Background: an optimization exercise with open tools, aiming at small area and a short achievable clock period. Do not read the settings as production practice.
Function was checked by simulation only, so behaviour that the tests miss may differ from the original.

==> flow/design.v <==
module izhikevich_neuron #(parameter DT = 16'h0100)
(
    input wire clk,
    input wire rst,
    input wire [15:0] I,
    output reg spike
);
    reg [15:0] v, u;
    wire sp = ~v[15] & (v[14:0] >= 15'd7680);
  wire pp1 = v[0] & v[1];
  wire pp2 = v[0] & v[2];
  wire pp3 = v[0] & v[3];
  wire pp4 = v[0] & v[4];
  wire pp5 = v[0] & v[5];
  wire pp6 = v[0] & v[6];
  wire pp7 = v[0] & v[7];
  wire pp8 = v[0] & v[8];
  wire pp9 = v[0] & v[9];
  wire pp10 = v[0] & v[10];
  wire pp11 = v[0] & v[11];
  wire pp12 = v[0] & v[12];
  wire pp13 = v[0] & v[13];
  wire pp14 = v[0] & v[14];
  wire pp15 = v[1] & v[2];
  wire pp16 = v[1] & v[3];
  wire pp17 = v[1] & v[4];
  wire pp18 = v[1] & v[5];
  wire pp19 = v[1] & v[6];
  wire pp20 = v[1] & v[7];
  wire pp21 = v[1] & v[8];
  wire pp22 = v[1] & v[9];
  wire pp23 = v[1] & v[10];
  wire pp24 = v[1] & v[11];
  wire pp25 = v[1] & v[12];
  wire pp26 = v[1] & v[13];
  wire pp27 = v[1] & v[14];
  wire pp28 = v[2] & v[3];
  wire pp29 = v[2] & v[4];
  wire pp30 = v[2] & v[5];
  wire pp31 = v[2] & v[6];
  wire pp32 = v[2] & v[7];
  wire pp33 = v[2] & v[8];
  wire pp34 = v[2] & v[9];
  wire pp35 = v[2] & v[10];
  wire pp36 = v[2] & v[11];
  wire pp37 = v[2] & v[12];
  wire pp38 = v[2] & v[13];
  wire pp39 = v[2] & v[14];
  wire pp40 = v[3] & v[4];
  wire pp41 = v[3] & v[5];
  wire pp42 = v[3] & v[6];
  wire pp43 = v[3] & v[7];
  wire pp44 = v[3] & v[8];
  wire pp45 = v[3] & v[9];
  wire pp46 = v[3] & v[10];
  wire pp47 = v[3] & v[11];
  wire pp48 = v[3] & v[12];
  wire pp49 = v[3] & v[13];
  wire pp50 = v[3] & v[14];
  wire pp51 = v[4] & v[5];
  wire pp52 = v[4] & v[6];
  wire pp53 = v[4] & v[7];
  wire pp54 = v[4] & v[8];
  wire pp55 = v[4] & v[9];
  wire pp56 = v[4] & v[10];
  wire pp57 = v[4] & v[11];
  wire pp58 = v[4] & v[12];
  wire pp59 = v[4] & v[13];
  wire pp60 = v[4] & v[14];
  wire pp61 = v[5] & v[6];
  wire pp62 = v[5] & v[7];
  wire pp63 = v[5] & v[8];
  wire pp64 = v[5] & v[9];
  wire pp65 = v[5] & v[10];
  wire pp66 = v[5] & v[11];
  wire pp67 = v[5] & v[12];
  wire pp68 = v[5] & v[13];
  wire pp69 = v[5] & v[14];
  wire pp70 = v[6] & v[7];
  wire pp71 = v[6] & v[8];
  wire pp72 = v[6] & v[9];
  wire pp73 = v[6] & v[10];
  wire pp74 = v[6] & v[11];
  wire pp75 = v[6] & v[12];
  wire pp76 = v[6] & v[13];
  wire pp77 = v[6] & v[14];
  wire pp78 = v[7] & v[8];
  wire pp79 = v[7] & v[9];
  wire pp80 = v[7] & v[10];
  wire pp81 = v[7] & v[11];
  wire pp82 = v[7] & v[12];
  wire pp83 = v[7] & v[13];
  wire pp84 = v[7] & v[14];
  wire pp85 = v[8] & v[9];
  wire pp86 = v[8] & v[10];
  wire pp87 = v[8] & v[11];
  wire pp88 = v[8] & v[12];
  wire pp89 = v[8] & v[13];
  wire pp90 = v[8] & v[14];
  wire pp91 = v[9] & v[10];
  wire pp92 = v[9] & v[11];
  wire pp93 = v[9] & v[12];
  wire pp94 = v[9] & v[13];
  wire pp95 = v[10] & v[11];
  wire pp96 = v[10] & v[12];
  wire pn97 = ~(v[15] & v[0]);
  wire pn98 = ~(v[15] & v[1]);
  wire pn99 = ~(v[15] & v[2]);
  wire pn100 = ~(v[15] & v[3]);
  wire pn101 = ~(v[15] & v[4]);
  wire pn102 = ~(v[15] & v[5]);
  wire pn103 = ~(v[15] & v[6]);
  wire pn104 = ~(v[15] & v[7]);
  wire qs105 = v[2] ^ pp3 ^ pp15;
  wire qc106 = (v[2] & pp3) | (v[2] & pp15) | (pp3 & pp15);
  wire qs107 = pp4 ^ pp16 ^ qc106;
  wire qc108 = (pp4 & pp16) | (pp4 & qc106) | (pp16 & qc106);
  wire qs109 = v[3] ^ pp5 ^ pp17;
  wire qc110 = (v[3] & pp5) | (v[3] & pp17) | (pp5 & pp17);
  wire qs111 = pp28 ^ qs109 ^ qc108;
  wire qc112 = (pp28 & qs109) | (pp28 & qc108) | (qs109 & qc108);
  wire qs113 = pp6 ^ pp18 ^ pp29;
  wire qc114 = (pp6 & pp18) | (pp6 & pp29) | (pp18 & pp29);
  wire qs115 = qc110 ^ qs113 ^ qc112;
  wire qc116 = (qc110 & qs113) | (qc110 & qc112) | (qs113 & qc112);
  wire qs117 = v[4] ^ pp7 ^ pp19;
  wire qc118 = (v[4] & pp7) | (v[4] & pp19) | (pp7 & pp19);
  wire qs119 = pp30 ^ pp40 ^ qc114;
  wire qc120 = (pp30 & pp40) | (pp30 & qc114) | (pp40 & qc114);
  wire qs121 = qs117 ^ qs119 ^ qc116;
  wire qc122 = (qs117 & qs119) | (qs117 & qc116) | (qs119 & qc116);
  wire qs123 = pp8 ^ pp20 ^ pp31;
  wire qc124 = (pp8 & pp20) | (pp8 & pp31) | (pp20 & pp31);
  wire qs125 = pp41 ^ qc118 ^ qs123;
  wire qc126 = (pp41 & qc118) | (pp41 & qs123) | (qc118 & qs123);
  wire qs127 = qc120 ^ qs125 ^ qc122;
  wire qc128 = (qc120 & qs125) | (qc120 & qc122) | (qs125 & qc122);
  wire qs129 = v[5] ^ pp9 ^ pp21;
  wire qc130 = (v[5] & pp9) | (v[5] & pp21) | (pp9 & pp21);
  wire qs131 = pp32 ^ pp42 ^ pp51;
  wire qc132 = (pp32 & pp42) | (pp32 & pp51) | (pp42 & pp51);
  wire qs133 = qc124 ^ qs129 ^ qs131;
  wire qc134 = (qc124 & qs129) | (qc124 & qs131) | (qs129 & qs131);
  wire qs135 = qc126 ^ qs133 ^ qc128;
  wire qc136 = (qc126 & qs133) | (qc126 & qc128) | (qs133 & qc128);
  wire qs137 = pp10 ^ pp22 ^ pp33;
  wire qc138 = (pp10 & pp22) | (pp10 & pp33) | (pp22 & pp33);
  wire qs139 = pp43 ^ pp52 ^ qc130;
  wire qc140 = (pp43 & pp52) | (pp43 & qc130) | (pp52 & qc130);
  wire qs141 = qc132 ^ qs137 ^ qc134;
  wire qc142 = (qc132 & qs137) | (qc132 & qc134) | (qs137 & qc134);
  wire qs143 = qs139 ^ qs141 ^ qc136;
  wire qc144 = (qs139 & qs141) | (qs139 & qc136) | (qs141 & qc136);
  wire qs145 = v[6] ^ pp11 ^ pp23;
  wire qc146 = (v[6] & pp11) | (v[6] & pp23) | (pp11 & pp23);
  wire qs147 = pp34 ^ pp44 ^ pp53;
  wire qc148 = (pp34 & pp44) | (pp34 & pp53) | (pp44 & pp53);
  wire qs149 = pp61 ^ qc138 ^ qs145;
  wire qc150 = (pp61 & qc138) | (pp61 & qs145) | (qc138 & qs145);
  wire qs151 = qs147 ^ qc140 ^ qs149;
  wire qc152 = (qs147 & qc140) | (qs147 & qs149) | (qc140 & qs149);
  wire qs153 = qc142 ^ qs151 ^ qc144;
  wire qc154 = (qc142 & qs151) | (qc142 & qc144) | (qs151 & qc144);
  wire qs155 = pp12 ^ pp24 ^ pp35;
  wire qc156 = (pp12 & pp24) | (pp12 & pp35) | (pp24 & pp35);
  wire qs157 = pp45 ^ pp54 ^ pp62;
  wire qc158 = (pp45 & pp54) | (pp45 & pp62) | (pp54 & pp62);
  wire qs159 = qc146 ^ qc148 ^ qs155;
  wire qc160 = (qc146 & qc148) | (qc146 & qs155) | (qc148 & qs155);
  wire qs161 = qs157 ^ qc150 ^ qs159;
  wire qc162 = (qs157 & qc150) | (qs157 & qs159) | (qc150 & qs159);
  wire qs163 = qc152 ^ qs161 ^ qc154;
  wire qc164 = (qc152 & qs161) | (qc152 & qc154) | (qs161 & qc154);
  wire qs165 = v[7] ^ pp13 ^ pp25;
  wire qc166 = (v[7] & pp13) | (v[7] & pp25) | (pp13 & pp25);
  wire qs167 = pp36 ^ pp46 ^ pp55;
  wire qc168 = (pp36 & pp46) | (pp36 & pp55) | (pp46 & pp55);
  wire qs169 = pp63 ^ pp70 ^ qc156;
  wire qc170 = (pp63 & pp70) | (pp63 & qc156) | (pp70 & qc156);
  wire qs171 = qc158 ^ qs165 ^ qs167;
  wire qc172 = (qc158 & qs165) | (qc158 & qs167) | (qs165 & qs167);
  wire qs173 = qc160 ^ qs169 ^ qs171;
  wire qc174 = (qc160 & qs169) | (qc160 & qs171) | (qs169 & qs171);
  wire qs175 = qc162 ^ qs173 ^ qc164;
  wire qc176 = (qc162 & qs173) | (qc162 & qc164) | (qs173 & qc164);
  wire qs177 = pp14 ^ pp26 ^ pp37;
  wire qc178 = (pp14 & pp26) | (pp14 & pp37) | (pp26 & pp37);
  wire qs179 = pp47 ^ pp56 ^ pp64;
  wire qc180 = (pp47 & pp56) | (pp47 & pp64) | (pp56 & pp64);
  wire qs181 = pp71 ^ qc166 ^ qc168;
  wire qc182 = (pp71 & qc166) | (pp71 & qc168) | (qc166 & qc168);
  wire qs183 = qs177 ^ qs179 ^ qc170;
  wire qc184 = (qs177 & qs179) | (qs177 & qc170) | (qs179 & qc170);
  wire qs185 = qc172 ^ qs181 ^ qc174;
  wire qc186 = (qc172 & qs181) | (qc172 & qc174) | (qs181 & qc174);
  wire qs187 = qs183 ^ qs185 ^ qc176;
  wire qc188 = (qs183 & qs185) | (qs183 & qc176) | (qs185 & qc176);
  wire qs189 = 1'b1 ^ v[8] ^ pp27;
  wire qc190 = (1'b1 & v[8]) | (1'b1 & pp27) | (v[8] & pp27);
  wire qs191 = pp38 ^ pp48 ^ pp57;
  wire qc192 = (pp38 & pp48) | (pp38 & pp57) | (pp48 & pp57);
  wire qs193 = pp65 ^ pp72 ^ pp78;
  wire qc194 = (pp65 & pp72) | (pp65 & pp78) | (pp72 & pp78);
  wire qs195 = pn97 ^ qc178 ^ qc180;
  wire qc196 = (pn97 & qc178) | (pn97 & qc180) | (qc178 & qc180);
  wire qs197 = qs189 ^ qs191 ^ qs193;
  wire qc198 = (qs189 & qs191) | (qs189 & qs193) | (qs191 & qs193);
  wire qs199 = qc182 ^ qs195 ^ qs197;
  wire qc200 = (qc182 & qs195) | (qc182 & qs197) | (qs195 & qs197);
  wire qs201 = qc184 ^ qs199 ^ qc186;
  wire qc202 = (qc184 & qs199) | (qc184 & qc186) | (qs199 & qc186);
  wire qs203 = pp39 ^ pp49 ^ pp58;
  wire qc204 = (pp39 & pp49) | (pp39 & pp58) | (pp49 & pp58);
  wire qs205 = pp66 ^ pp73 ^ pp79;
  wire qc206 = (pp66 & pp73) | (pp66 & pp79) | (pp73 & pp79);
  wire qs207 = pn98 ^ qc190 ^ qc192;
  wire qc208 = (pn98 & qc190) | (pn98 & qc192) | (qc190 & qc192);
  wire qs209 = qc194 ^ qs203 ^ qs205;
  wire qc210 = (qc194 & qs203) | (qc194 & qs205) | (qs203 & qs205);
  wire qs211 = qc196 ^ qc198 ^ qs207;
  wire qc212 = (qc196 & qc198) | (qc196 & qs207) | (qc198 & qs207);
  wire qs213 = qs209 ^ qc200 ^ qs211;
  wire qc214 = (qs209 & qc200) | (qs209 & qs211) | (qc200 & qs211);
  wire qs215 = v[9] ^ pp50 ^ pp59;
  wire qc216 = (v[9] & pp50) | (v[9] & pp59) | (pp50 & pp59);
  wire qs217 = pp67 ^ pp74 ^ pp80;
  wire qc218 = (pp67 & pp74) | (pp67 & pp80) | (pp74 & pp80);
  wire qs219 = pp85 ^ pn99 ^ qc204;
  wire qc220 = (pp85 & pn99) | (pp85 & qc204) | (pn99 & qc204);
  wire qs221 = qc206 ^ qs215 ^ qs217;
  wire qc222 = (qc206 & qs215) | (qc206 & qs217) | (qs215 & qs217);
  wire qs223 = qc208 ^ qc210 ^ qs219;
  wire qc224 = (qc208 & qc210) | (qc208 & qs219) | (qc210 & qs219);
  wire qs225 = qs221 ^ qc212 ^ qs223;
  wire qc226 = (qs221 & qc212) | (qs221 & qs223) | (qc212 & qs223);
  wire qs227 = pp60 ^ pp68 ^ pp75;
  wire qc228 = (pp60 & pp68) | (pp60 & pp75) | (pp68 & pp75);
  wire qs229 = pp81 ^ pp86 ^ pn100;
  wire qc230 = (pp81 & pp86) | (pp81 & pn100) | (pp86 & pn100);
  wire qs231 = qc216 ^ qc218 ^ qs227;
  wire qc232 = (qc216 & qc218) | (qc216 & qs227) | (qc218 & qs227);
  wire qs233 = qs229 ^ qc220 ^ qc222;
  wire qc234 = (qs229 & qc220) | (qs229 & qc222) | (qc220 & qc222);
  wire qs235 = qs231 ^ qc224 ^ qs233;
  wire qc236 = (qs231 & qc224) | (qs231 & qs233) | (qc224 & qs233);
  wire qs237 = v[10] ^ pp69 ^ pp76;
  wire qc238 = (v[10] & pp69) | (v[10] & pp76) | (pp69 & pp76);
  wire qs239 = pp82 ^ pp87 ^ pp91;
  wire qc240 = (pp82 & pp87) | (pp82 & pp91) | (pp87 & pp91);
  wire qs241 = pn101 ^ qc228 ^ qc230;
  wire qc242 = (pn101 & qc228) | (pn101 & qc230) | (qc228 & qc230);
  wire qs243 = qs237 ^ qs239 ^ qc232;
  wire qc244 = (qs237 & qs239) | (qs237 & qc232) | (qs239 & qc232);
  wire qs245 = qs241 ^ qc234 ^ qs243;
  wire qc246 = (qs241 & qc234) | (qs241 & qs243) | (qc234 & qs243);
  wire qs247 = pp77 ^ pp83 ^ pp88;
  wire qc248 = (pp77 & pp83) | (pp77 & pp88) | (pp83 & pp88);
  wire qs249 = pp92 ^ pn102 ^ qc238;
  wire qc250 = (pp92 & pn102) | (pp92 & qc238) | (pn102 & qc238);
  wire qs251 = qc240 ^ qs247 ^ qc242;
  wire qc252 = (qc240 & qs247) | (qc240 & qc242) | (qs247 & qc242);
  wire qs253 = qs249 ^ qc244 ^ qs251;
  wire qc254 = (qs249 & qc244) | (qs249 & qs251) | (qc244 & qs251);
  wire qs255 = v[11] ^ pp84 ^ pp89;
  wire qc256 = (v[11] & pp84) | (v[11] & pp89) | (pp84 & pp89);
  wire qs257 = pp93 ^ pp95 ^ pn103;
  wire qc258 = (pp93 & pp95) | (pp93 & pn103) | (pp95 & pn103);
  wire qs259 = qc248 ^ qs255 ^ qs257;
  wire qc260 = (qc248 & qs255) | (qc248 & qs257) | (qs255 & qs257);
  wire qs261 = qc250 ^ qs259 ^ qc252;
  wire qc262 = (qc250 & qs259) | (qc250 & qc252) | (qs259 & qc252);
  wire qs263 = pp90 ^ pp94 ^ pp96;
  wire qc264 = (pp90 & pp94) | (pp90 & pp96) | (pp94 & pp96);
  wire qs265 = pn104 ^ qc256 ^ qc258;
  wire qc266 = (pn104 & qc256) | (pn104 & qc258) | (qc256 & qc258);
  wire qs267 = qs263 ^ qc260 ^ qs265;
  wire qc268 = (qs263 & qc260) | (qs263 & qs265) | (qc260 & qs265);
  wire [23:0] psq = {qc262, qc254, qc246, qc236, qc226, qc214, qc202, qc188, qs187, qs175, qs163, qs153, qs143, qs135, qs127, qs121, qs115, qs111, qs107, qs105, pp2, pp1, 1'b0, v[0]} + {qs267, qs261, qs253, qs245, qs235, qs225, qs213, qs201, 1'b0, 1'b0, 1'b0, 1'b0, 1'b0, 1'b0, 1'b0, 1'b0, 1'b0, 1'b0, 1'b0, 1'b0, 1'b0, v[1], 1'b0, 1'b0};
  wire [15:0] vsq = psq[23:8];
  wire [15:0] x = {v[14:0], 1'b0} - u;
  wire ws269 = x[0] ^ I[0] ^ vsq[0];
  wire wc270 = (x[0] & I[0]) | (x[0] & vsq[0]) | (I[0] & vsq[0]);
  wire ws271 = vsq[2] ^ vsq[5] ^ ws269;
  wire wc272 = (vsq[2] & vsq[5]) | (vsq[2] & ws269) | (vsq[5] & ws269);
  wire ws273 = x[1] ^ I[1] ^ vsq[1];
  wire wc274 = (x[1] & I[1]) | (x[1] & vsq[1]) | (I[1] & vsq[1]);
  wire ws275 = vsq[3] ^ vsq[6] ^ wc270;
  wire wc276 = (vsq[3] & vsq[6]) | (vsq[3] & wc270) | (vsq[6] & wc270);
  wire ws277 = ws273 ^ wc272 ^ ws275;
  wire wc278 = (ws273 & wc272) | (ws273 & ws275) | (wc272 & ws275);
  wire ws279 = v[0] ^ x[2] ^ I[2];
  wire wc280 = (v[0] & x[2]) | (v[0] & I[2]) | (x[2] & I[2]);
  wire ws281 = ws279 ^ vsq[2] ^ vsq[4];
  wire wc282 = (ws279 & vsq[2]) | (ws279 & vsq[4]) | (vsq[2] & vsq[4]);
  wire ws283 = vsq[7] ^ wc274 ^ ws281;
  wire wc284 = (vsq[7] & wc274) | (vsq[7] & ws281) | (wc274 & ws281);
  wire ws285 = wc276 ^ ws283 ^ wc278;
  wire wc286 = (wc276 & ws283) | (wc276 & wc278) | (ws283 & wc278);
  wire ws287 = v[1] ^ x[3] ^ I[3];
  wire wc288 = (v[1] & x[3]) | (v[1] & I[3]) | (x[3] & I[3]);
  wire ws289 = wc280 ^ ws287 ^ vsq[3];
  wire wc290 = (wc280 & ws287) | (wc280 & vsq[3]) | (ws287 & vsq[3]);
  wire ws291 = vsq[5] ^ vsq[8] ^ wc282;
  wire wc292 = (vsq[5] & vsq[8]) | (vsq[5] & wc282) | (vsq[8] & wc282);
  wire ws293 = ws289 ^ wc284 ^ ws291;
  wire wc294 = (ws289 & wc284) | (ws289 & ws291) | (wc284 & ws291);
  wire ws295 = v[2] ^ x[4] ^ I[4];
  wire wc296 = (v[2] & x[4]) | (v[2] & I[4]) | (x[4] & I[4]);
  wire ws297 = wc288 ^ ws295 ^ vsq[4];
  wire wc298 = (wc288 & ws295) | (wc288 & vsq[4]) | (ws295 & vsq[4]);
  wire ws299 = vsq[6] ^ vsq[9] ^ wc290;
  wire wc300 = (vsq[6] & vsq[9]) | (vsq[6] & wc290) | (vsq[9] & wc290);
  wire ws301 = ws297 ^ wc292 ^ ws299;
  wire wc302 = (ws297 & wc292) | (ws297 & ws299) | (wc292 & ws299);
  wire ws303 = v[3] ^ x[5] ^ I[5];
  wire wc304 = (v[3] & x[5]) | (v[3] & I[5]) | (x[5] & I[5]);
  wire ws305 = wc296 ^ ws303 ^ vsq[5];
  wire wc306 = (wc296 & ws303) | (wc296 & vsq[5]) | (ws303 & vsq[5]);
  wire ws307 = vsq[7] ^ vsq[10] ^ wc298;
  wire wc308 = (vsq[7] & vsq[10]) | (vsq[7] & wc298) | (vsq[10] & wc298);
  wire ws309 = ws305 ^ wc300 ^ ws307;
  wire wc310 = (ws305 & wc300) | (ws305 & ws307) | (wc300 & ws307);
  wire ws311 = v[4] ^ x[6] ^ I[6];
  wire wc312 = (v[4] & x[6]) | (v[4] & I[6]) | (x[6] & I[6]);
  wire ws313 = wc304 ^ ws311 ^ vsq[6];
  wire wc314 = (wc304 & ws311) | (wc304 & vsq[6]) | (ws311 & vsq[6]);
  wire ws315 = vsq[8] ^ vsq[11] ^ wc306;
  wire wc316 = (vsq[8] & vsq[11]) | (vsq[8] & wc306) | (vsq[11] & wc306);
  wire ws317 = ws313 ^ wc308 ^ ws315;
  wire wc318 = (ws313 & wc308) | (ws313 & ws315) | (wc308 & ws315);
  wire ws319 = v[5] ^ x[7] ^ I[7];
  wire wc320 = (v[5] & x[7]) | (v[5] & I[7]) | (x[7] & I[7]);
  wire ws321 = wc312 ^ ws319 ^ vsq[7];
  wire wc322 = (wc312 & ws319) | (wc312 & vsq[7]) | (ws319 & vsq[7]);
  wire ws323 = vsq[9] ^ vsq[12] ^ wc314;
  wire wc324 = (vsq[9] & vsq[12]) | (vsq[9] & wc314) | (vsq[12] & wc314);
  wire ws325 = ws321 ^ wc316 ^ ws323;
  wire wc326 = (ws321 & wc316) | (ws321 & ws323) | (wc316 & ws323);
  wire ws327 = v[6] ^ x[8] ^ I[8];
  wire wc328 = (v[6] & x[8]) | (v[6] & I[8]) | (x[8] & I[8]);
  wire ws329 = wc320 ^ ws327 ^ vsq[8];
  wire wc330 = (wc320 & ws327) | (wc320 & vsq[8]) | (ws327 & vsq[8]);
  wire ws331 = vsq[10] ^ vsq[13] ^ wc322;
  wire wc332 = (vsq[10] & vsq[13]) | (vsq[10] & wc322) | (vsq[13] & wc322);
  wire ws333 = ws329 ^ wc324 ^ ws331;
  wire wc334 = (ws329 & wc324) | (ws329 & ws331) | (wc324 & ws331);
  wire ws335 = v[7] ^ x[9] ^ I[9];
  wire wc336 = (v[7] & x[9]) | (v[7] & I[9]) | (x[9] & I[9]);
  wire ws337 = wc328 ^ ws335 ^ vsq[9];
  wire wc338 = (wc328 & ws335) | (wc328 & vsq[9]) | (ws335 & vsq[9]);
  wire ws339 = vsq[11] ^ vsq[14] ^ wc330;
  wire wc340 = (vsq[11] & vsq[14]) | (vsq[11] & wc330) | (vsq[14] & wc330);
  wire ws341 = ws337 ^ wc332 ^ ws339;
  wire wc342 = (ws337 & wc332) | (ws337 & ws339) | (wc332 & ws339);
  wire ws343 = v[8] ^ x[10] ^ I[10];
  wire wc344 = (v[8] & x[10]) | (v[8] & I[10]) | (x[10] & I[10]);
  wire ws345 = wc336 ^ ws343 ^ vsq[10];
  wire wc346 = (wc336 & ws343) | (wc336 & vsq[10]) | (ws343 & vsq[10]);
  wire ws347 = vsq[12] ^ ~vsq[15] ^ wc338;
  wire wc348 = (vsq[12] & ~vsq[15]) | (vsq[12] & wc338) | (~vsq[15] & wc338);
  wire ws349 = ws345 ^ wc340 ^ ws347;
  wire wc350 = (ws345 & wc340) | (ws345 & ws347) | (wc340 & ws347);
  wire ws351 = 1'b1 ^ v[9] ^ x[11];
  wire wc352 = (1'b1 & v[9]) | (1'b1 & x[11]) | (v[9] & x[11]);
  wire ws353 = I[11] ^ ws351 ^ wc344;
  wire wc354 = (I[11] & ws351) | (I[11] & wc344) | (ws351 & wc344);
  wire ws355 = ws353 ^ vsq[11] ^ vsq[13];
  wire wc356 = (ws353 & vsq[11]) | (ws353 & vsq[13]) | (vsq[11] & vsq[13]);
  wire ws357 = wc346 ^ ws355 ^ wc348;
  wire wc358 = (wc346 & ws355) | (wc346 & wc348) | (ws355 & wc348);
  wire ws359 = v[10] ^ x[12] ^ I[12];
  wire wc360 = (v[10] & x[12]) | (v[10] & I[12]) | (x[12] & I[12]);
  wire ws361 = wc352 ^ ws359 ^ wc354;
  wire wc362 = (wc352 & ws359) | (wc352 & wc354) | (ws359 & wc354);
  wire ws363 = ws361 ^ vsq[12] ^ vsq[14];
  wire wc364 = (ws361 & vsq[12]) | (ws361 & vsq[14]) | (vsq[12] & vsq[14]);
  wire ws365 = wc356 ^ ws363 ^ wc358;
  wire wc366 = (wc356 & ws363) | (wc356 & wc358) | (ws363 & wc358);
  wire ws367 = 1'b1 ^ v[11] ^ x[13];
  wire wc368 = (1'b1 & v[11]) | (1'b1 & x[13]) | (v[11] & x[13]);
  wire ws369 = I[13] ^ ws367 ^ wc360;
  wire wc370 = (I[13] & ws367) | (I[13] & wc360) | (ws367 & wc360);
  wire ws371 = ws369 ^ wc362 ^ vsq[13];
  wire wc372 = (ws369 & wc362) | (ws369 & vsq[13]) | (wc362 & vsq[13]);
  wire ws373 = ~vsq[15] ^ wc364 ^ ws371;
  wire wc374 = (~vsq[15] & wc364) | (~vsq[15] & ws371) | (wc364 & ws371);
  wire ws375 = 1'b1 ^ v[12] ^ x[14];
  wire wc376 = (1'b1 & v[12]) | (1'b1 & x[14]) | (v[12] & x[14]);
  wire ws377 = I[14] ^ wc368 ^ ws375;
  wire wc378 = (I[14] & wc368) | (I[14] & ws375) | (wc368 & ws375);
  wire ws379 = ws377 ^ wc370 ^ vsq[14];
  wire wc380 = (ws377 & wc370) | (ws377 & vsq[14]) | (wc370 & vsq[14]);
  wire ws381 = wc372 ^ ws379 ^ wc374;
  wire wc382 = (wc372 & ws379) | (wc372 & wc374) | (ws379 & wc374);
  wire ws383 = 1'b1 ^ v[13] ^ x[15];
  wire wc384 = (1'b1 & v[13]) | (1'b1 & x[15]) | (v[13] & x[15]);
  wire ws385 = I[15] ^ wc376 ^ ws383;
  wire wc386 = (I[15] & wc376) | (I[15] & ws383) | (wc376 & ws383);
  wire ws387 = wc378 ^ ws385 ^ ~vsq[15];
  wire wc388 = (wc378 & ws385) | (wc378 & ~vsq[15]) | (ws385 & ~vsq[15]);
  wire ws389 = wc380 ^ ws387 ^ wc382;
  wire wc390 = (wc380 & ws387) | (wc380 & wc382) | (ws387 & wc382);
  wire [20:0] vt = {ws389, ws381, wc366, ws365, wc350, wc342, wc334, wc326, wc318, wc310, wc302, wc294, wc286, ws285, ws277, ws271, vsq[1], vsq[0], vsq[2], vsq[1], vsq[0]} + {1'b0, 1'b0, ws373, 1'b0, ws357, ws349, ws341, ws333, ws325, ws317, ws309, ws301, ws293, 1'b0, 1'b0, 1'b0, vsq[4], vsq[3], 1'b0, 1'b0, 1'b0};
  wire [15:0] vn = vt[20:5];
  wire [15:0] xg = x & {16{~sp}};
  wire ys391 = xg[0] ^ xg[2] ^ xg[6];
  wire yc392 = (xg[0] & xg[2]) | (xg[0] & xg[6]) | (xg[2] & xg[6]);
  wire ys393 = xg[1] ^ xg[3] ^ xg[7];
  wire yc394 = (xg[1] & xg[3]) | (xg[1] & xg[7]) | (xg[3] & xg[7]);
  wire ys395 = u[0] ^ xg[2] ^ xg[4];
  wire yc396 = (u[0] & xg[2]) | (u[0] & xg[4]) | (xg[2] & xg[4]);
  wire ys397 = xg[8] ^ yc394 ^ ys395;
  wire yc398 = (xg[8] & yc394) | (xg[8] & ys395) | (yc394 & ys395);
  wire ys399 = u[1] ^ xg[3] ^ xg[5];
  wire yc400 = (u[1] & xg[3]) | (u[1] & xg[5]) | (xg[3] & xg[5]);
  wire ys401 = xg[9] ^ yc396 ^ ys399;
  wire yc402 = (xg[9] & yc396) | (xg[9] & ys399) | (yc396 & ys399);
  wire ys403 = u[2] ^ xg[4] ^ xg[6];
  wire yc404 = (u[2] & xg[4]) | (u[2] & xg[6]) | (xg[4] & xg[6]);
  wire ys405 = xg[10] ^ yc400 ^ ys403;
  wire yc406 = (xg[10] & yc400) | (xg[10] & ys403) | (yc400 & ys403);
  wire ys407 = u[3] ^ xg[5] ^ xg[7];
  wire yc408 = (u[3] & xg[5]) | (u[3] & xg[7]) | (xg[5] & xg[7]);
  wire ys409 = xg[11] ^ yc404 ^ ys407;
  wire yc410 = (xg[11] & yc404) | (xg[11] & ys407) | (yc404 & ys407);
  wire ys411 = u[4] ^ xg[6] ^ xg[8];
  wire yc412 = (u[4] & xg[6]) | (u[4] & xg[8]) | (xg[6] & xg[8]);
  wire ys413 = xg[12] ^ yc408 ^ ys411;
  wire yc414 = (xg[12] & yc408) | (xg[12] & ys411) | (yc408 & ys411);
  wire ys415 = u[5] ^ xg[7] ^ xg[9];
  wire yc416 = (u[5] & xg[7]) | (u[5] & xg[9]) | (xg[7] & xg[9]);
  wire ys417 = xg[13] ^ yc412 ^ ys415;
  wire yc418 = (xg[13] & yc412) | (xg[13] & ys415) | (yc412 & ys415);
  wire ys419 = u[6] ^ xg[8] ^ xg[10];
  wire yc420 = (u[6] & xg[8]) | (u[6] & xg[10]) | (xg[8] & xg[10]);
  wire ys421 = xg[14] ^ yc416 ^ ys419;
  wire yc422 = (xg[14] & yc416) | (xg[14] & ys419) | (yc416 & ys419);
  wire ys423 = 1'b1 ^ u[7] ^ xg[9];
  wire yc424 = (1'b1 & u[7]) | (1'b1 & xg[9]) | (u[7] & xg[9]);
  wire ys425 = xg[11] ^ ~xg[15] ^ yc420;
  wire yc426 = (xg[11] & ~xg[15]) | (xg[11] & yc420) | (~xg[15] & yc420);
  wire ys427 = ys423 ^ yc422 ^ ys425;
  wire yc428 = (ys423 & yc422) | (ys423 & ys425) | (yc422 & ys425);
  wire ys429 = 1'b1 ^ u[8] ^ xg[10];
  wire yc430 = (1'b1 & u[8]) | (1'b1 & xg[10]) | (u[8] & xg[10]);
  wire ys431 = xg[12] ^ yc424 ^ ys429;
  wire yc432 = (xg[12] & yc424) | (xg[12] & ys429) | (yc424 & ys429);
  wire ys433 = yc426 ^ ys431 ^ yc428;
  wire yc434 = (yc426 & ys431) | (yc426 & yc428) | (ys431 & yc428);
  wire ys435 = 1'b1 ^ u[9] ^ xg[11];
  wire yc436 = (1'b1 & u[9]) | (1'b1 & xg[11]) | (u[9] & xg[11]);
  wire ys437 = xg[13] ^ yc430 ^ ys435;
  wire yc438 = (xg[13] & yc430) | (xg[13] & ys435) | (yc430 & ys435);
  wire ys439 = yc432 ^ ys437 ^ yc434;
  wire yc440 = (yc432 & ys437) | (yc432 & yc434) | (ys437 & yc434);
  wire ys441 = 1'b1 ^ u[10] ^ xg[12];
  wire yc442 = (1'b1 & u[10]) | (1'b1 & xg[12]) | (u[10] & xg[12]);
  wire ys443 = xg[14] ^ yc436 ^ ys441;
  wire yc444 = (xg[14] & yc436) | (xg[14] & ys441) | (yc436 & ys441);
  wire ys445 = yc438 ^ ys443 ^ yc440;
  wire yc446 = (yc438 & ys443) | (yc438 & yc440) | (ys443 & yc440);
  wire ys447 = u[11] ^ sp ^ xg[13];
  wire yc448 = (u[11] & sp) | (u[11] & xg[13]) | (sp & xg[13]);
  wire ys449 = ~xg[15] ^ yc442 ^ ys447;
  wire yc450 = (~xg[15] & yc442) | (~xg[15] & ys447) | (yc442 & ys447);
  wire ys451 = yc444 ^ ys449 ^ yc446;
  wire yc452 = (yc444 & ys449) | (yc444 & yc446) | (ys449 & yc446);
  wire ys453 = 1'b1 ^ u[12] ^ xg[14];
  wire yc454 = (1'b1 & u[12]) | (1'b1 & xg[14]) | (u[12] & xg[14]);
  wire ys455 = yc448 ^ ys453 ^ yc450;
  wire yc456 = (yc448 & ys453) | (yc448 & yc450) | (ys453 & yc450);
  wire ys457 = u[13] ^ ~xg[15] ^ yc454;
  wire yc458 = (u[13] & ~xg[15]) | (u[13] & yc454) | (~xg[15] & yc454);
  wire ys459 = 1'b1 ^ u[14] ^ yc458;
  wire yc460 = (1'b1 & u[14]) | (1'b1 & yc458) | (u[14] & yc458);
  wire ys461 = 1'b1 ^ u[15] ^ yc460;
  wire yc462 = (1'b1 & u[15]) | (1'b1 & yc460) | (u[15] & yc460);
  wire [23:0] ut = {ys461, ys459, yc456, yc452, ys451, ys445, ys439, ys433, ys427, yc418, yc414, yc410, yc406, yc402, yc398, ys397, yc392, ys391, xg[1], xg[0], xg[3], xg[2], xg[1], xg[0]} + {1'b0, 1'b0, ys457, ys455, 1'b0, 1'b0, 1'b0, 1'b0, 1'b0, ys421, ys417, ys413, ys409, ys405, ys401, 1'b0, ys393, 1'b0, xg[5], xg[4], 1'b0, 1'b0, 1'b0, 1'b0};
  wire [15:0] un = ut[23:8];
    always @(posedge clk or posedge rst) begin
        if (rst) begin
            v <= 16'hBF00;
            u <= 16'h0000;
            spike <= 1'b0;
        end else begin
            v <= sp ? 16'hBF00 : vn;
            u <= un;
            spike <= sp;
        end
    end
endmodule
==> flow/run.sh <==
#!/bin/bash
# synth_recipe.tcl (not shown) runs the flow's synth.tcl, then flattens the netlist and writes it again
# the make line also repeats each setting of config.mk as NAME=value (left out here)
make -C /OpenROAD-flow-scripts/flow DESIGN_CONFIG=/design/flow/config.mk WORK_HOME=/design/flow/orfs CLKGATE_MAP_FILE= SYNTH_SCRIPT=/design/flow/synth_recipe.tcl finish
==> flow/config.mk <==
export PLATFORM = sky130hd
export DESIGN_NAME = izhikevich_neuron
export DESIGN_NICKNAME = izhikevich_neuron
export VERILOG_FILES = /design/flow/design.v
export SDC_FILE = /design/flow/constraint.sdc
export NUM_CORES = 4
export LEC_CHECK = 0
export CAP_MARGIN = 20
export CORE_MARGIN = 2
export CORE_UTILIZATION = 40
export PLACE_DENSITY = 0.6
export SLEW_MARGIN = 20
==> flow/constraint.sdc <==
create_clock -name core_clock -period 12.0 [get_ports {clk}]
set_input_delay 2.4000 -clock core_clock [delete_from_list [all_inputs] [get_ports {clk}]]
set_output_delay 2.4000 -clock core_clock [all_outputs]
set_load 0.01 [all_outputs]
==> results.toml <==
[timing]
setup_viol = 0
finalSetupTns_ns = 0
fin_crit_sh_pct = 87.0
clock_skew_ns = 0.00845
maxSlewViolCount = 0
maxSlewHeadroom_pct = 38.4
min_period_ns = 10.44
worstMarginPinSlew_ns = 0.924
rsz0062_at_grt = "false"
hold_viol = 0
fmax_mhz = 95.8

[global_routing]
grt_max_degree = 34
grt-ovfl-total = 0
grt_pass1_vias = 5942
grt_pass1_wl_um = 30900
antenna_found_initial = 0
track_usage_pct = 19.2

[critical_path]
regToRegEndpoint = "v[15]"
rr_worst_depth = 41
critPathRequiredTime_ns = 12.22
path_max_fanout = 13
path_delay_family = "adder cells"
reg2reg_slack_ns = 1.56
critPathSlowestCell = "dfrtp_1"
startpoint_type = "flip-flop"
rr_startpoint = "v[3]"
end_kind = "flip-flop"
cp.arrival_ns = 10.66
crit_top_cell = "fa_1"
critPathMaxStageDelay_ns = 0.57
worstSetupPathType = "flip-flop to flip-flop"
path_buf_inv = 8

[detailed_routing]
postRouteAntennaNets = 0
wirelength_um = 17800
drt_pass1_iterations = 4
via_per_inst = 4.80
wl_per_cell_um = 15.8
drt_drc_violations_left = 0
num_vias = 5414
drt_iter0_markers = 242

[clock_tree]
hold_buffers = 0
cts_buffers = 5
cts-htree-levels = 2
clock_path_buffers = 2
post_cts_resized = 0
clkSinkCount = 33
cts_setup_buffers = 0
cts.clk_slew.worst_paths_ns = 0.06
cts_root_buf = "clkbuf_16"
cts_tree = "done"
insertion_delay_ns = 0.29

[synth]
synth_cells = 854
ys_async_sr_fraction_pct = 100
ys_ff_latch = 33
yosysMostFrequentCell = "inv_1"
syn_avg_cell_area_um2 = 9.29
yosys-top-cells-area = "fa_1 (41%), inv_1 (10%), ha_1 (8.4%)"
synth-edff-count = 0
netlist_area_mm2 = 0.00793
netlist.area_leader.share_pct = 40.6
synth_commonest_cells = "inv_1 (219), fa_1 (161), nand2_1 (60)"
yosysUniqueCellTypes = 56
yosys_warnings = 1
synth_nets = 1086
yosysSeqAreaShare_pct = 10.5
yosys.area.top_type = "fa_1"
synth-main-ff-cell = "dfrtp_1"

[floorplanning]
floorplan.initialDensity_pct = 40.8
dieArea_mm2 = 0.0210
die_w_um = 145
core_region_area_mm2 = 0.0195
row_count = 51
io-pin-count = 19
die_y_um = 145

[place]
gp_congestion = 0.862
hpwl_um = 15200
io_buffers = 18
dp_cells = 1121

[final_layout]
fin_nets = 1095
drive_gt1_share_pct = 3.01
final_cells = 1129
antenna_cells = 0
syn_to_final_growth_pct = 7.48
fill_cells = 1923

[run]
maxCapViolCount = 0

[worst_hold_path]
hp-start = "u[15]"
hold_depth = 2
hold_end = "u[15]"
hold_path_class = "flip-flop to flip-flop"

[run_status]
status = "finished clean"
## worst max-delay path by stage
stage	from	endpoint	cells past startpoint	slack (ns)
CTS	v[5]	v[15]	39	1.55
global route	v[3]	v[15]	41	0.89
global placement	v[3]	v[15]	41	1.86
detailed placement	v[5]	v[15]	39	1.56
finish	v[3]	v[15]	41	1.56
floorplan	v[0]	v[15]	42	2.37
## state kept, by name (all words and copies together) (netlist names)
| signal | flops |
|---|---|
| spike | 1 |
| u | 16 |
| v | 16 |
## area by class of cell
type,instances,area (µm²),share of cell area (%)
repair buffers,19,188,2.20
well taps,265,332,3.89
clock buffers,6,129,1.51
multi-input cells,584,6210,72.8
inverters,220,826,9.69
flip-flops and latches,33,835,9.79
clock inverters,2,10.0,0.117
## cells in the final DEF (no fill, tap or decap), drive strengths merged, types with 2 or more instances in the layout
cell	instances
a2111oi	2
a211oi	2
a21o	12
a21oi	18
a31oi	6
and2	55
and3	4
clkbuf	6
clkdlybuf4s50	18
clkinv	2
dfrtp	26
dfstp	7
fa	161
ha	53
inv	220
nand2	60
nand2b	11
nand3	10
nand3b	2
nand4	3
nor2	50
nor2b	5
nor3	6
nor3b	2
nor4	3
o211ai	4
o21a	2
o21ai	21
o21bai	4
o311ai	2
o31a	4
o31ai	2
or2	3
or3	3
xnor2	37
xor2	26
## through the flow
| stage | hold WS (ns) | area (µm²) | setup slack [ns] | util (%) |
|---|---|---|---|---|
| after global placement | 0.607 | 8390 | 1.86 | 43.1 |
| final | 0.615 | 8530 | 1.56 | 43.8 |
| after global routing | 0.677 | 8530 | 0.894 | 43.8 |
| after CTS | 0.617 | 8530 | 1.55 | 43.8 |
| after detailed placement | 0.603 | 8390 | 1.56 | 43.1 |
| after floorplan | 0.585 | 7930 | 2.37 | - |
## cell families (layout without fill, tap and decap cells)
kind of cell	count (synthesis)	count (layout)	synth area share, %
fa+ha+maj	214	214	49.0
flops	33	33	10.5
buf+inv	237	247	11.2
compound gates	85	85	7.70
simple gates	221	221	14.3
xor+xnor	64	64	7.24
## worst min-delay path, stage by stage, from the launching register on
cell and delay (ns):
dfrtp_1 0.37, xor2_1 0.09, xnor2_1 0.12
## layer usage
layer,share of wire (%),track usage [%],vias to the layer above
met2,48,31.7,103
met4,1.1,2.96,0
met1,47,27.9,2714
met3,3.9,2.24,16
li1,-,-,2581
met5,0,0,-

==> what the ideal ports hide <==
The results above use ideal ports. As a check the final layout listed here was re-extracted and re-timed, cells and wires unchanged. Step 1 assumes that a clkbuf_16 drives the clock port and a buf_2 every other input. Step 2 adds t to the input delays and takes it off the output delays; t is the mean of the earliest and latest rising clock arrival at the registers after step 1. Input paths then give back, and output paths get back, about the clock's delay inside the block. a / b / c = ideal / step 1 / step 2; a / b = the first two.
t (ns): 0.316
setup slack, ns: 1.559 / 1.559 / 1.559
worst setup path at the end: register to register
slew at the worst register clock pin (ns): 0.06 / 0.06
After both steps setup and hold are still met in this run. The setup slack of this run moves by 0.000 ns with the drivers and by 0.000 ns with both steps.
